Background: an optimization exercise with open tools, aiming at small area. Do not read the settings as production practice. In this exercise RTL edits were held to simulation tests only and were not proved equivalent to the original. No run shown here takes its clock network from TritonCTS; it comes from the design's own scripts or RTL. The clock input has no modelled driver; a real chip could not lean on it and would need a root buffer or a full tree. No activity file was given, so power comes from the tool's default toggle rates.

## flow/design.v

```verilog
`timescale 1ns / 1ps
module pingpong_fft_controller (
    input  wire        clk,
    input  wire        rst,
    input  wire [31:0] fft_data_in,
    input  wire        fft_data_valid,
    output wire [14:0] bram_addra,
    output wire [31:0] bram_dina,
    output wire        bram_wea,
    output wire        bram_ena,
    input  wire [31:0] bram_douta,
    output wire [14:0] bram_addrb,
    output wire [31:0] bram_dinb,
    output wire        bram_web,
    output wire        bram_enb,
    input  wire [31:0] bram_doutb,
    output reg  [31:0] fft_doppler_input,
    output wire        fft_doppler_valid,
    output wire        fft_doppler_last
);
    reg        act;        
    reg        wr;         
    reg        nx_a;       
    reg        nx_b;       
    reg        rd_a;       
    reg        rd_b;       
    reg [14:0] wn;         
    reg [14:0] rn;         
    reg [31:0] din;
    wire started   = nx_a | nx_b;                    
    wire write     = started & fft_data_valid;       
    wire swap      = write & (wn == 15'd1);          
    wire sw        = wr & (wn == 15'd0);             
    wire row_wrap  = ~(|rn[14:7]);
    always @(posedge clk or posedge rst) begin
        if (rst) begin
            act     <= 1'b0;
            wr      <= 1'b0;
            nx_a    <= 1'b0;
            nx_b    <= 1'b0;
        end else begin
            act     <= act | sw;
            wr      <= write;
            if (swap) begin
                nx_a <= nx_b;
                nx_b <= nx_a;
            end else if (!started && fft_data_valid) begin
                nx_b <= 1'b1;
            end
        end
    end
    always @(posedge clk) begin
        rd_a <= nx_a;
        rd_b <= nx_b;
    end
    always @(posedge clk) begin
        if (!started)
            wn <= 15'd0;
        else if (write)
            wn <= wn - 15'd1;
    end
    always @(posedge clk) begin
        if (!act) begin
            rn <= 15'h7fff;
        end else begin
            rn[14:7] <= rn[14:7] - 8'd1;
            if (row_wrap)
                rn[6:0] <= rn[6:0] - 7'd1;
            else if (sw)
                rn[6:0] <= 7'h7f;
        end
    end
    always @(posedge clk) begin
        din               <= fft_data_in;
        fft_doppler_input <= ({32{nx_a}} & bram_douta) | ({32{nx_b}} & bram_doutb);
    end
    assign bram_addra = ~(({15{rd_b}} & wn) | ({15{rd_a}} & rn));
    assign bram_addrb = ~(({15{rd_a}} & wn) | ({15{rd_b}} & rn));
    assign bram_dina  = din;
    assign bram_dinb  = din;
    assign bram_wea   = rd_b;
    assign bram_web   = rd_a;
    assign bram_ena   = (act & rd_a) | (wr & rd_b);
    assign bram_enb   = (act & rd_b) | (wr & rd_a);
    assign fft_doppler_valid = act & (|rn);
    assign fft_doppler_last  = row_wrap;
endmodule
```

## flow/flow/run.sh

```bash
#!/bin/bash
# Own layout flow: the standard ORFS flow (standard.sh), with these changes:
#  - synthesis maps logic with an area-oriented ABC script (flow/abc_area.script)
#    instead of ORFS's speed script; everything else in synthesis is the standard flow's own
#    script (synth_recipe.tcl), so the registers are the standard ones;
#  - half and full adder cells are not used (added to the platform's
#    DONT_USE_CELLS), which leaves adders to ABC as plain logic;
#  - the port buffers that global placement inserts are sky130_fd_sc_hd__buf_1;
#  - after repair_design, cells on paths with slack to spare are downsized;
#  - CTS inserts no dummy loads, and after CTS the clock tree is rebuilt as one
#    root inverter driving a few leaf inverters, each at the centre of a
#    cluster of flip-flops (flow/post_cts.tcl); the two inversions cancel.
# Each step's full output goes to a log file in this folder (and ORFS's own logs
# under orfs/logs).
set -euo pipefail
here=$(pwd)
{
  echo 'proc abc {args} {'
  echo '  set i [lsearch -exact $args -script]'
  echo "  if {\$i >= 0} { lset args [expr {\$i + 1}] {$here/flow/abc_area.script} }"
  echo '  yosys abc {*}$args'
  echo '}'
  cat "$here/synth_recipe.tcl"
} > "$here/own_synth.tcl"
# The platform's own DONT_USE_CELLS, then the adder cells.
dont_use="sky130_fd_sc_hd__probe_p_8 sky130_fd_sc_hd__probec_p_8 sky130_fd_sc_hd__lpflow_bleeder_1 sky130_fd_sc_hd__lpflow_clkbufkapwr_1 sky130_fd_sc_hd__lpflow_clkbufkapwr_16 sky130_fd_sc_hd__lpflow_clkbufkapwr_2 sky130_fd_sc_hd__lpflow_clkbufkapwr_4 sky130_fd_sc_hd__lpflow_clkbufkapwr_8 sky130_fd_sc_hd__lpflow_clkinvkapwr_1 sky130_fd_sc_hd__lpflow_clkinvkapwr_16 sky130_fd_sc_hd__lpflow_clkinvkapwr_2 sky130_fd_sc_hd__lpflow_clkinvkapwr_4 sky130_fd_sc_hd__lpflow_clkinvkapwr_8 sky130_fd_sc_hd__lpflow_decapkapwr_12 sky130_fd_sc_hd__lpflow_decapkapwr_3 sky130_fd_sc_hd__lpflow_decapkapwr_4 sky130_fd_sc_hd__lpflow_decapkapwr_6 sky130_fd_sc_hd__lpflow_decapkapwr_8 sky130_fd_sc_hd__lpflow_inputiso0n_1 sky130_fd_sc_hd__lpflow_inputiso0p_1 sky130_fd_sc_hd__lpflow_inputiso1n_1 sky130_fd_sc_hd__lpflow_inputiso1p_1 sky130_fd_sc_hd__lpflow_inputisolatch_1 sky130_fd_sc_hd__lpflow_isobufsrc_1 sky130_fd_sc_hd__lpflow_isobufsrc_16 sky130_fd_sc_hd__lpflow_isobufsrc_2 sky130_fd_sc_hd__lpflow_isobufsrc_4 sky130_fd_sc_hd__lpflow_isobufsrc_8 sky130_fd_sc_hd__lpflow_isobufsrckapwr_16 sky130_fd_sc_hd__lpflow_lsbuf_lh_hl_isowell_tap_1 sky130_fd_sc_hd__lpflow_lsbuf_lh_hl_isowell_tap_2 sky130_fd_sc_hd__lpflow_lsbuf_lh_hl_isowell_tap_4 sky130_fd_sc_hd__lpflow_lsbuf_lh_isowell_4 sky130_fd_sc_hd__lpflow_lsbuf_lh_isowell_tap_1 sky130_fd_sc_hd__lpflow_lsbuf_lh_isowell_tap_2 sky130_fd_sc_hd__lpflow_lsbuf_lh_isowell_tap_4"
dont_use+=" sky130_fd_sc_hd__ha_1 sky130_fd_sc_hd__ha_2 sky130_fd_sc_hd__ha_4 sky130_fd_sc_hd__fa_1 sky130_fd_sc_hd__fa_2 sky130_fd_sc_hd__fa_4 sky130_fd_sc_hd__fah_1 sky130_fd_sc_hd__fahcin_1 sky130_fd_sc_hd__fahcon_1"
export BUFFER_PORTS_ARGS="-buffer_cell sky130_fd_sc_hd__buf_1"
export PRE_GLOBAL_PLACE_TCL="$here/flow/pre_global_place.tcl"
export POST_RESIZE_TCL="$here/flow/post_resize.tcl"
export CTS_ARGS="-sink_clustering_enable -repair_clock_nets -dont_use_dummy_load"
export POST_CTS_TCL="$here/flow/post_cts.tcl"
export CT_ROOT=sky130_fd_sc_hd__inv_6 CT_LEAF=sky130_fd_sc_hd__inv_8 CT_LEAVES=5
bash standard.sh SYNTH_SCRIPT="$here/own_synth.tcl" "DONT_USE_CELLS=$dont_use" synth > "$here/synth.log" 2>&1
bash standard.sh SYNTH_SCRIPT="$here/own_synth.tcl" "DONT_USE_CELLS=$dont_use" finish > "$here/layout.log" 2>&1
```

## flow/flow/abc_area.script

```
strash
dc2
balance
rewrite
refactor
balance
rewrite
rewrite -z
balance
refactor -z
rewrite -z
balance
&get -n
&dch -f
&nf -R 1000
&put
topo
dnsize -c
```

## flow/flow/clock_tree.tcl

```tcl
# Rebuild the clock tree as one root cell driving nleaves leaf cells (buffers,
# or inverters at both levels), each leaf placed at the centre of a cluster of
# flip-flops (k-means on position, with clusters of about equal size).
# The output pin of a one-input cell (X of a buffer, Y of an inverter).
proc ct_out {inst} {
  foreach it [$inst getITerms] {
    if {[$it isOutputSignal]} { return $it }
  }
  error "no output pin on [$inst getName]"
}

proc ct_rebuild {root_master leaf_master nleaves} {
  set block [ord::get_db_block]
  set db [ord::get_db]
  set clk [$block findNet clk]
  # Collect sinks below the existing clock buffers and remove those buffers.
  set sinks {}
  set todo [list $clk]
  set dead_insts {}
  set dead_nets {}
  while {[llength $todo]} {
    set net [lindex $todo 0]
    set todo [lrange $todo 1 end]
    foreach it [$net getITerms] {
      if {![$it isInputSignal] && [$it getIoType] ne "INPUT"} continue
      set inst [$it getInst]
      set m [[$inst getMaster] getName]
      if {[string match "clkbuf_*" [$inst getName]] || [string match "clkload*" [$inst getName]] || [string match "clkinv*" [$inst getName]]} {
        lappend dead_insts $inst
        foreach o [$inst getITerms] {
          if {[$o isOutputSignal] && [$o getNet] ne "NULL"} { lappend todo [$o getNet]; lappend dead_nets [$o getNet] }
        }
      } else {
        lappend sinks $it
      }
    }
  }
  foreach it $sinks { $it disconnect }
  foreach inst $dead_insts { odb::dbInst_destroy $inst }
  foreach net $dead_nets { odb::dbNet_destroy $net }
  # Sink positions.
  set pts {}
  foreach it $sinks {
    set bb [[$it getInst] getBBox]
    lappend pts [list [expr {([$bb xMin] + [$bb xMax]) / 2}] [expr {([$bb yMin] + [$bb yMax]) / 2}]]
  }
  set n [llength $sinks]
  # k-means, seeded by sorting on angle around the centre.
  set cx 0; set cy 0
  foreach p $pts { set cx [expr {$cx + [lindex $p 0]}]; set cy [expr {$cy + [lindex $p 1]}] }
  set cx [expr {double($cx) / $n}]; set cy [expr {double($cy) / $n}]
  set cent {}
  for {set k 0} {$k < $nleaves} {incr k} {
    set a [expr {2 * 3.14159265 * ($k + 0.5) / $nleaves}]
    lappend cent [list [expr {$cx + 20000 * cos($a)}] [expr {$cy + 20000 * sin($a)}]]
  }
  set cap [expr {int(ceil(double($n) / $nleaves)) + 2}]
  for {set iter 0} {$iter < 30} {incr iter} {
    # balanced assignment: greedy by distance with a size cap
    set pairs {}
    for {set i 0} {$i < $n} {incr i} {
      for {set k 0} {$k < $nleaves} {incr k} {
        set d [expr {abs([lindex $pts $i 0] - [lindex $cent $k 0]) + abs([lindex $pts $i 1] - [lindex $cent $k 1])}]
        lappend pairs [list $d $i $k]
      }
    }
    set pairs [lsort -real -index 0 $pairs]
    set asg [lrepeat $n -1]
    set cnt [lrepeat $nleaves 0]
    foreach pr $pairs {
      lassign $pr d i k
      if {[lindex $asg $i] >= 0 || [lindex $cnt $k] >= $cap} continue
      lset asg $i $k
      lset cnt $k [expr {[lindex $cnt $k] + 1}]
    }
    set newc {}
    for {set k 0} {$k < $nleaves} {incr k} {
      set sx 0; set sy 0; set c 0
      for {set i 0} {$i < $n} {incr i} {
        if {[lindex $asg $i] == $k} { set sx [expr {$sx + [lindex $pts $i 0]}]; set sy [expr {$sy + [lindex $pts $i 1]}]; incr c }
      }
      if {$c} { lappend newc [list [expr {double($sx) / $c}] [expr {double($sy) / $c}]] } else { lappend newc [lindex $cent $k] }
    }
    set cent $newc
  }
  # Root buffer.
  set rnet [odb::dbNet_create $block clknet_root]
  $rnet setSigType CLOCK
  set root [odb::dbInst_create $block [$db findMaster $root_master] clkbuf_root]
  [$root findITerm A] connect $clk
  [ct_out $root] connect $rnet
  set rx 0; set ry 0
  for {set k 0} {$k < $nleaves} {incr k} {
    set lnet [odb::dbNet_create $block clknet_leaf_$k]
    $lnet setSigType CLOCK
    set leaf [odb::dbInst_create $block [$db findMaster $leaf_master] clkbuf_leaf_$k]
    [$leaf findITerm A] connect $rnet
    [ct_out $leaf] connect $lnet
    for {set i 0} {$i < $n} {incr i} {
      if {[lindex $asg $i] == $k} { [lindex $sinks $i] connect $lnet }
    }
    set x [expr {int([lindex $cent $k 0])}]; set y [expr {int([lindex $cent $k 1])}]
    $leaf setLocation $x $y
    $leaf setPlacementStatus PLACED
    set rx [expr {$rx + $x}]; set ry [expr {$ry + $y}]
    puts "clock leaf $k: [lindex $cnt $k] sinks at $x $y"
  }
  $root setLocation [expr {$rx / $nleaves}] [expr {$ry / $nleaves}]
  $root setPlacementStatus PLACED
}
```

## flow/flow/post_cts.tcl

```tcl
# Replace the clock tree that CTS built with a two-level tree: one root cell
# driving a few leaf cells (buffers, or inverters at both levels), each leaf at
# the centre of a cluster of flip-flops.
source [file join [file dirname [info script]] clock_tree.tcl]
ct_rebuild $::env(CT_ROOT) $::env(CT_LEAF) $::env(CT_LEAVES)
detailed_placement
check_placement -verbose
estimate_parasitics -placement
report_clock_skew
report_worst_slack -max
report_worst_slack -min
```

## flow/flow/post_resize.tcl

```tcl
# Downsize cells that have timing slack to spare.
log_cmd repair_timing -setup -recover_power 100 -match_cell_footprint
```

## flow/flow/pre_global_place.tcl

```tcl
# Global placement is not timing driven here, so remove the buffers that
# synthesis inserted, as timing-driven global placement would.
remove_buffers
```

## flow/standard.sh

```bash
#!/bin/bash
# synth_recipe.tcl (not shown) runs the flow's synth.tcl, then flattens the netlist and writes it again
# the make line also repeats each setting of config.mk as NAME=value (left out here)
make -C /OpenROAD-flow-scripts/flow DESIGN_CONFIG=/design/flow/config.mk WORK_HOME=/design/flow/orfs CLKGATE_MAP_FILE= SYNTH_SCRIPT=/design/flow/synth_recipe.tcl "${@:-finish}"
```

## flow/config.mk

```make
export PLATFORM = sky130hd
export DESIGN_NAME = pingpong_fft_controller
export DESIGN_NICKNAME = pingpong_fft_controller
export VERILOG_FILES = /design/flow/design.v
export SDC_FILE = /design/flow/constraint.sdc
export NUM_CORES = 4
export LEC_CHECK = 0
export CAP_MARGIN = 20
export CORE_MARGIN = 2
export CORE_UTILIZATION = 65
export GPL_TIMING_DRIVEN = 0
export SLEW_MARGIN = 20
```

## flow/constraint.sdc

```tcl
create_clock -name core_clock -period 5.0 [get_ports {clk}]
set_input_delay 1.0000 -clock core_clock [delete_from_list [all_inputs] [get_ports {clk}]]
set_output_delay 1.0000 -clock core_clock [all_outputs]
set_load 0.01 [all_outputs]
```

==> flow_metrics.py, run 1 <==
metrics = {
    "timing": {
        "clock_skew_ns": 0.0149,
        "min_period_ns": 3.96,
        "worstMarginPinSlew_ns": 1.07,
        "max_freq_mhz": 253,
        "relSlewSlack_pct": 28.9,
        "post-route-period-util_pct": 79.1,
        "setup-tns-final_ns": 0,
        "setup_viol": 0,
        "rsz0062_at_grt": "no",
        "slew_violations": 0,
        "timing.final.hold_violations": 0,
    },
    "yosys": {
        "ys_seq_area_share_pct": 60.4,
        "synth_nets": 400,
        "syn_inst": 301,
        "synth-async-reset-ratio_pct": 4.00,
        "synth_edf_count": 0,
        "synth_most_common_cell": "dfxtp_1",
        "syn-cell-area_sq_um": 3350,
        "synth_seq_cells": 100,
        "synth_common_cells": "dfxtp_1 (96), a22o_1 (34), buf_4 (32), a22oi_1 (30), nor2_1 (15)",
        "avgSynthCellArea_sq_um": 11.1,
        "synth_top_area_cell": "dfxtp_1",
        "yosys.area.top_type_share_pct": 57.4,
        "synthFlopType": "dfxtp_1",
        "ys_top_cells_by_area": "dfxtp_1 (57%), a22o_1 (8.9%), buf_4 (7.2%)",
        "synth.distinct_cells": 25,
        "yosys_warnings": 1,
    },
    "finish": {
        "drive_gt1_share_pct": 1.78,
        "syn_to_final_growth_pct": 23.3,
        "antenna_cells": 0,
        "fin_nets": 606,
        "fin_area_sq_um": 4130,
    },
    "min_path": {
        "hold_class": "reg2reg",
        "hold_depth": 1,
        "min_to": "rn[7]$_SDFF_PN1_",
        "hp-start": "rn[7]$_SDFF_PN1_",
    },
    "power_and_ir_drop": {
        "power_density_nw_per_um2": 389,
        "p_comb_share_pct": 18.6,
        "seq_power_share_pct": 62.1,
        "leakage_nw": 1.56,
        "total_power_mw": 1.60,
        "ir_drop_mv": 0.285,
        "sw_frac_of_total_pct": 33.7,
        "switchingPower_uw": 541,
        "p_int_mw": 1.06,
        "p_clk_share_pct": 19.4,
    },
    "clock_network": {
        "clkTransAtPathRegs_ns": 0.10,
        "cts_sinks": 100,
        "clk_latency_ns": 0.19,
    },
    "placement": {
        "place_area_sq_um": 4060,
        "gp_congestion": 0.833,
        "portBuffers": 230,
        "dp.final_hpwl_um": 6580,
    },
    "worst_setup_path": {
        "worstRegToRegCells": 9,
        "r2r_start": "nx_b$_DFFE_PP0P_",
        "cpMaxStageDelayCell": "or3_1",
        "cpMostUsedCell": "or3_1",
        "end_kind": "primary output",
        "cp_max_fo": 6,
        "slowest_delay_ns": 0.44,
        "reg2reg_slack_ns": 1.69,
        "cp.required_ns": 4.00,
        "startpoint": "rn[9]$_SDFF_PN1_",
        "crit_path_cell_trace": "or3_1, or2_0, or3_1, or3_1, clkinv_1, nand3_1, or2_0, o21a_1, buf_1",
        "critPathLaunchType": "flop",
        "arrival_ns": 2.96,
        "critPathKind": "reg2out",
        "timing.rr.end": "wn[13]$_SDFFE_PN0P_",
    },
    "grt": {
        "grt_pass1_wl_um": 12300,
        "grt_max_degree": 40,
        "first_global_vias": 2569,
        "antenna_found_initial": 0,
        "grt_use_total_pct": 28.2,
        "grt_overflow": 0,
    },
    "route": {
        "wirelength_um": 9010,
        "via_per_inst": 5.27,
        "wl_per_cell_um": 15.7,
        "drt-initial-drc-count": 173,
        "ant_nets": 0,
        "vias": 3030,
        "drtPass1Iterations": 4,
        "drc": 0,
    },
    "floorplanning": {
        "die_h_um": 75.7,
        "io_pins": 231,
        "die_x_um": 75.7,
        "die_area_sq_um": 5740,
        "core_sq_um": 5040,
        "rows": 26,
        "start_util_pct": 66.4,
    },
    "outcome": {
        "status": "timing/DRC/antenna clean",
    },
    "flow_run": {
        "maxCapViolCount": 0,
    },
}
## placed cells by master (no fill, tap or decap), types with 2 or more instances in the layout
cell,instances
a22o_1,34
dfrtp_1,2
a21oi_1,12
xor2_1,7
nor2_1,15
nand3_1,10
a21o_1,2
o22ai_1,2
a22oi_1,30
clkinv_1,4
nand2_1,12
or3_1,8
or2_0,4
o21ai_0,14
dfrtp_2,2
inv_8,5
nor4_1,2
buf_1,230
nor3_1,5
dfxtp_1,95
o211ai_1,2
## routing by layer
metal	routed length (um)	vias to the layer above	GRT usage, %	part of all wire, %
met5	0	-	0	0
met4	123	0	6.04	1.4
met3	817	12	8.20	9.1
met2	4470	125	47.4	50
met1	3610	1405	36.3	40
li1	-	1488	-	-
## cells by family after synthesis
logic type,synth area share (%)
flip-flops,60.4
AO/OA/AOI/OAI,21.2
AND/OR/NAND/NOR,8.60
buffers and inverters,7.63
XOR/XNOR,2.09
## area by class of cell
cell class	instances	area, sq um
flip-flops and latches	100	2030
multi-input cells	165	1070
fillers	339	917
repair buffers	230	863
well taps	70	87.6
inverters	10	80.1
## power groups by stage
stage	Clock, mW	Sequential [mW]	Combinational, mW
floorplan	0	1.00	0.179
global placement	0	1.01	0.290
detailed placement	0	1.01	0.299
global route	0.335	1.01	0.331
finish	0.311	0.996	0.298
## state kept, by name, indices dropped and copies added (netlist names)
| signal | count |
|---|---|
| nx_b | 1 |
| din | 32 |
| fft_doppler_input | 32 |
| rd_a | 1 |
| rd_b | 1 |
| act | 1 |
| rn | 15 |
| nx_a | 1 |
| wn | 15 |
| wr | 1 |
## worst max-delay path by stage
stage | end | slack (ns) | depth (start not counted)
floorplan | fft_doppler_valid | 1.62 | 8
global placement | wn[13]$_SDFFE_PN0P_ | 1.38 | 9
detailed placement | fft_doppler_valid | 1.28 | 9
global route | fft_doppler_valid | 0.88 | 9
finish | fft_doppler_valid | 1.04 | 9
## through the flow
stage	util, %	worst slack (ns)	instances	hold WS, ns
after global routing	81.8	0.877	575	0.498
after detailed placement	80.4	1.28	569	0.442
after floorplan	-	1.62	301	0.408
after global placement	80.4	1.38	569	0.434
final	81.8	1.04	575	0.466
## critical path: cells and delay by family, from the launching register on
| family | cells | cell delay, ns |
|---|---|---|
| AOI/OAI and AO/OA | 1 | 0.20 |
| buffers and inverters | 2 | 0.25 |
| and+or+nand+nor | 6 | 1.96 |
| DFF | 1 | 0.34 |
==> run 2: changes to the inputs <==
--- a/flow/flow/abc_area.script
+++ b/flow/flow/abc_area.script
@@ -14,5 +14,10 @@
 &dch -f
 &nf -R 1000
 &put
+strash
+&get -n
+&dch -f
+&nf -R 1000
+&put
 topo
 dnsize -c
--- a/flow/config.mk
+++ b/flow/config.mk
@@ -5,8 +5,8 @@
 export SDC_FILE = /design/flow/constraint.sdc
 export NUM_CORES = 4
 export LEC_CHECK = 0
-export CAP_MARGIN = 20
+export CAP_MARGIN = 0
 export CORE_MARGIN = 2
 export CORE_UTILIZATION = 65
 export GPL_TIMING_DRIVEN = 0
-export SLEW_MARGIN = 20
+export SLEW_MARGIN = 0
==> flow_metrics.py, run 2 <==
metrics = {
    "power_and_ir_drop": {
        "leakage_nw": 1.69,
        "ir_drop_mv": 0.247,
        "power_density_nw_per_um2": 443,
        "total_power_mw": 1.83,
    },
    "clock_network": {
        "cts_sinks": 100,
        "clkTransAtPathRegs_ns": 0.10,
        "clk_latency_ns": 0.20,
    },
    "finish": {
        "final_common_cell": "buf_1",
        "fin_nets": 605,
        "mostFrequentLayoutCells": "buf_1 (230), dfxtp_1 (96), a22o_1 (34)",
        "largestRegisters": "din (32), fft_doppler_input (32)",
        "antenna_cells": 0,
        "syn_to_final_growth_pct": 23.2,
        "drive_gt1_share_pct": 1.19,
        "fin_util_pct": 81.8,
    },
    "route": {
        "vias": 3115,
        "drt-initial-drc-count": 144,
        "wl_per_cell_um": 15.6,
        "wirelength_um": 8960,
        "via_per_inst": 5.43,
        "drtPass1Iterations": 4,
        "ant_nets": 0,
        "drc": 0,
    },
    "timing": {
        "clock_skew_ns": 0.0181,
        "timing.final.hold_violations": 0,
        "max_freq_mhz": 266,
        "setup-tns-final_ns": 0,
        "slew_violations": 0,
        "setup_viol": 0,
        "relSlewSlack_pct": 19.2,
        "post-route-period-util_pct": 75.3,
        "worstMarginPinSlew_ns": 1.21,
        "min_period_ns": 3.77,
        "rsz0062_at_grt": "no",
    },
    "yosys": {
        "synth_common_cells": "dfxtp_1 (96), a22o_1 (34), buf_4 (32), a22oi_1 (30), nor2_1 (16)",
        "synth_most_common_cell": "dfxtp_1",
        "syn_inst": 300,
        "ys_seq_area_share_pct": 60.4,
        "synthFlopType": "dfxtp_1",
        "synth_seq_cells": 100,
        "synth_edf_count": 0,
        "yosys.area.top_type_share_pct": 57.4,
        "synth.distinct_cells": 27,
        "ys_top_cells_by_area": "dfxtp_1 (57%), a22o_1 (8.9%), buf_4 (7.2%)",
        "synth_top_area_cell": "dfxtp_1",
        "avgSynthCellArea_sq_um": 11.2,
        "synth-async-reset-ratio_pct": 4.00,
        "yosys_warnings": 1,
        "synth_nets": 399,
        "syn-cell-area_sq_um": 3350,
    },
    "min_path": {
        "hp-start": "rn[7]$_SDFF_PN1_",
        "min_to": "rn[7]$_SDFF_PN1_",
        "hold_depth": 1,
        "hold_class": "reg2reg",
    },
    "floorplanning": {
        "rows": 26,
        "die_area_sq_um": 5740,
        "die_x_um": 75.8,
        "io_pins": 231,
        "die_h_um": 75.8,
        "core_sq_um": 5040,
        "start_util_pct": 66.4,
    },
    "grt": {
        "antenna_found_initial": 0,
        "grt_max_degree": 41,
        "grt_use_total_pct": 30.0,
        "grt_overflow": 0,
        "first_global_vias": 2769,
        "grt_pass1_wl_um": 12800,
    },
    "worst_setup_path": {
        "startpoint": "rn[9]$_SDFF_PN1_",
        "end_kind": "primary output",
        "reg2reg_slack_ns": 1.72,
        "critPathLaunchType": "flop",
        "critPathKind": "reg2out",
        "arrival_ns": 2.77,
        "cp_max_fo": 5,
        "timing.rr.end": "wn[13]$_SDFFE_PN0P_",
        "r2r_start": "nx_b$_DFFE_PP0P_",
        "worstRegToRegCells": 8,
        "cp.required_ns": 4.00,
    },
    "placement": {
        "gp_congestion": 0.859,
        "portBuffers": 230,
        "dp.final_hpwl_um": 6880,
    },
    "flow_run": {
        "maxCapViolCount": 0,
    },
    "outcome": {
        "status": "timing/DRC/antenna clean",
    },
}
-- run 2: cell count changes in the layout (fill, tap and decap cells not counted), sizes merged, moves of 2 or more --
cell    before  now
or2          4    1
nor2b        0    2
nor3         5    3
nand2b       0    2
nand2       12   10
-- run 2: area by class of cell --
type                       count  area, sq um
inverter                      10         80.1
tap                           70         87.6
timing repair buffer         230          863
sequential                   100         2020
multi-input combinational    164         1070
fill                         345          918
-- run 2: stage by stage --
step | cells | instance area [sq um] | hold slack [ns] | setup slack, ns
2_1_floorplan | 300 | 3350 | 0.408 | 1.79
3_3_place_gp | 568 | 4060 | 0.428 | 1.57
3_5_place_dp | 568 | 4060 | 0.444 | 1.50
5_1_grt | 574 | 4120 | 0.508 | 1.09
6_report | 574 | 4120 | 0.459 | 1.23
-- run 2: worst max path at each step --
stage	to	slack [ns]	cells past startpoint
2_1_floorplan	fft_doppler_valid	1.79	7
5_1_grt	fft_doppler_valid	1.09	8
3_5_place_dp	fft_doppler_valid	1.50	8
3_3_place_gp	fft_doppler_valid	1.57	8
6_report	fft_doppler_valid	1.23	8
-- run 2: kinds of logic after synthesis --
family | count (synthesis) | share of synthesized area (%)
DFF | 100 | 60.4
AOI/OAI and AO/OA | 98 | 21.3
and+or+nand+nor | 57 | 8.30
buffers and inverters | 36 | 7.62
xor gates and xnor gates | 8 | 2.09
muxes | 1 | 0.336
-- run 2: critical path, stage by stage (launching register included) --
cell and delay [ns]:
dfxtp_1 0.35, or3_1 0.41, or2_0 0.30, or3_1 0.40, or3_1 0.46, clkinv_1 0.12
nand3_1 0.13, o31a_1 0.27, buf_1 0.13
-- run 2: per-layer routing --
metal  track usage (%)  vias up  share of wire [%]
met5                 0        -                  0
met4              13.1        0                4.1
met3              8.99       24                8.3
met2              56.7      159                 53
met1              29.9     1446                 35
li1                  -     1486                  -
-- run 2: power by group --
group | internal, mW | total [mW] | leakage (nW) | switching, mW
registers | 0.915 | 1.08 | 0.851 | 0.167
clock network | 0.0414 | 0.307 | 0.0348 | 0.265
logic | 0.196 | 0.439 | 0.804 | 0.243
total | 1.15 | 1.83 | 1.69 | 0.675
==> run 3: changes to the inputs <==
==> flow/flow/abc_area.script (replaced) <==
strash
dc2
balance
rewrite
refactor
balance
rewrite
rewrite -z
balance
refactor -z
rewrite -z
balance
&get -n
&dch -f
&nf -R 1000
&put
topo
dnsize -c
==> flow_metrics.py, run 3 <==
metrics = {
    "power_and_ir_drop": {
        "p_comb_share_pct": 18.6,
        "seq_power_share_pct": 62.0,
        "power_density_nw_per_um2": 389,
        "switchingPower_uw": 541,
        "leakage_nw": 1.56,
        "p_clk_share_pct": 19.4,
        "sw_frac_of_total_pct": 33.7,
        "p_int_mw": 1.06,
        "ir_drop_mv": 0.285,
    },
    "worst_setup_path": {
        "critPathKind": "reg2out",
        "critPathLaunchType": "flop",
        "end_kind": "primary output",
        "arrival_ns": 2.96,
        "cp_max_fo": 6,
        "cp.required_ns": 4.00,
    },
    "yosys": {
        "synth_edf_count": 0,
        "synth_most_common_cell": "dfxtp_1",
        "synthFlopType": "dfxtp_1",
        "yosys.area.top_type_share_pct": 57.4,
        "synth_adder_area_share_pct": 0,
        "synth.distinct_cells": 25,
        "synth_top_family_by_area": "compound AO/OA/AOI/OAI gates",
        "synth-async-reset-ratio_pct": 4.00,
        "ys_seq_area_share_pct": 60.4,
        "avgSynthCellArea_sq_um": 11.1,
        "syn-cell-area_sq_um": 3350,
        "synth_top_area_cell": "dfxtp_1",
        "yosys_warnings": 1,
        "synth_nets": 400,
        "syn_inst": 301,
        "synth_seq_cells": 100,
        "synth_common_cells": "dfxtp_1 (96), a22o_1 (34), buf_4 (32), a22oi_1 (30), nor2_1 (15)",
        "synth_xor_area_share_pct": 2.09,
        "synth_compound_area_share_pct": 21.2,
        "ys_top_cells_by_area": "dfxtp_1 (57%), a22o_1 (8.9%), buf_4 (7.2%)",
        "synthMuxAreaShare_pct": 0,
        "synthSimpleGateAreaFrac_pct": 8.60,
    },
    "finish": {
        "final_common_cell": "buf_1",
        "antenna_cells": 0,
        "mostFrequentLayoutCells": "buf_1 (230), dfxtp_1 (96), a22o_1 (34)",
        "largestRegisters": "din (32), fft_doppler_input (32)",
        "syn_to_final_growth_pct": 23.2,
        "fin_nets": 606,
        "drive_gt1_share_pct": 1.19,
    },
    "grt": {
        "antenna_found_initial": 0,
        "grt_pass1_wl_um": 12300,
        "first_global_vias": 2569,
        "grt_max_degree": 40,
        "grt_overflow": 0,
        "grt_use_total_pct": 28.2,
    },
    "timing": {
        "clock_skew_ns": 0.0149,
        "min_period_ns": 3.96,
        "worstMarginPinSlew_ns": 1.29,
        "relSlewSlack_pct": 13.8,
        "post-route-period-util_pct": 79.1,
        "slew_violations": 0,
        "worst_slack_ns": 1.04,
        "timing.final.hold_violations": 0,
        "setup-tns-final_ns": 0,
        "setup_viol": 0,
        "rsz0062_at_grt": "no",
        "hold_slack_ns": 0.466,
        "max_freq_mhz": 253,
    },
    "floorplanning": {
        "die_x_um": 75.7,
        "rows": 26,
        "io_pins": 231,
        "die_h_um": 75.7,
        "core_sq_um": 5040,
        "die_area_sq_um": 5740,
        "start_util_pct": 66.4,
    },
    "placement": {
        "post-place-ws_ns": 1.28,
        "dp.final_hpwl_um": 6580,
        "gp_congestion": 0.833,
        "portBuffers": 230,
    },
    "route": {
        "drt-initial-drc-count": 173,
        "wirelength_um": 9010,
        "vias": 3030,
        "drtPass1Iterations": 4,
        "via_per_inst": 5.27,
        "wl_per_cell_um": 15.7,
        "drc": 0,
        "ant_nets": 0,
    },
    "min_path": {
        "hold_class": "reg2reg",
    },
    "outcome": {
        "status": "timing/DRC/antenna clean",
    },
    "flow_run": {
        "maxCapViolCount": 0,
    },
    "clock_network": {
        "cts_sinks": 100,
        "clkTransAtPathRegs_ns": 0.10,
        "clk_latency_ns": 0.19,
    },
}
[run 3: cell types whose count changed in the layout (fill, tap and decap cells not counted), sizes merged, moves of 2 or more]
cell / change
nor2b: -2
or2: +3
nand2b: -2
nand2: +2
nor3: +2
[run 3: metal layers]
layer / wire length, um / GRT usage (%) / share of wire [%] / up-vias
li1: - / - / - / 1488
met1: 3610 / 36.3 / 40 / 1405
met2: 4470 / 47.4 / 50 / 125
met3: 817 / 8.20 / 9.1 / 12
met4: 123 / 6.04 / 1.4 / 0
met5: 0 / 0 / 0 / -
[run 3: kinds of logic after synthesis]
family	Yosys count
buffers and inverters	36
AOI/OAI and AO/OA	98
and+or+nand+nor	59
DFF	100
xor gates and xnor gates	8
[run 3: cell type report]
type                    count  area [sq um]
multi-input cells         165          1070
repair buffers            230           863
fillers                   337           921
inverters                  10          80.1
flip-flops and latches    100          2020
well taps                  70          87.6
[run 3: critical path, stage by stage (launching register included)]
cell and delay (ns):
dfxtp_1 0.34, or3_1 0.42, or2_0 0.30, or3_1 0.39, or3_1 0.44, clkinv_1 0.13
nand3_1 0.12, or2_0 0.29, o21a_1 0.20, buf_1 0.12
[run 3: power groups by stage]
stage / Clock (mW) / Combinational, mW / Sequential, mW
6_report: 0.311 / 0.298 / 0.996
3_3_place_gp: 0 / 0.290 / 1.01
3_5_place_dp: 0 / 0.299 / 1.01
5_1_grt: 0.335 / 0.331 / 1.01
2_1_floorplan: 0 / 0.179 / 1.00
[run 3: through the flow]
stage          utilization, %  std cells  power [mW]  area (sq um)
6_report                 81.7        575        1.60          4120
3_5_place_dp             80.4        569        1.31          4060
3_3_place_gp             80.4        569        1.30          4060
5_1_grt                  81.7        575        1.68          4120
2_1_floorplan               -        301        1.18          3350
[run 3: path summary, 6_finish.rpt]
check	startpoint	cells after the start	to	slack [ns]
max	rn[9]$_SDFF_PN1_	9	fft_doppler_valid	1.04
min	rn[7]$_SDFF_PN1_	1	rn[7]$_SDFF_PN1_	0.47
max reg2reg	nx_a$_DFFE_PP0P_	9	wn[13]$_SDFFE_PN0P_	1.19
min reg2reg	rn[7]$_SDFF_PN1_	1	rn[7]$_SDFF_PN1_	0.47
max in group asynchronous	rst	2	act$_DFF_PP0_	4.21
min in group asynchronous	rst	2	nx_a$_DFFE_PP0P_	0.66

==> static timing again, ports no longer ideal <==
Ports are ideal in the flow. The routed layouts listed here were re-timed in OpenROAD.
Step 1 assumes that a clkbuf_16 drives the clock port and a buf_2 every other input.
Step 2, shift: input delay + t, output delay - t, t = (earliest + latest rising clock arrival at the registers) / 2. This alone moves slack from input paths to output paths.
a / b / c = no drivers / after step 1 / after step 2; a / b = the first two.
run	t, ns	setup WS [ns]	hold WS [ns]	cell pins on the clock port's net
run 1	0.229	1.043 / 1.001 / 1.230	0.466 / 0.466 / 0.466	1
run 2	0.235	1.235 / 1.191 / 1.426	0.459 / 0.459 / 0.459	1
run 3	0.229	1.043 / 1.001 / 1.189	0.466 / 0.466 / 0.466	1
After both steps setup and hold are still met in every run listed.
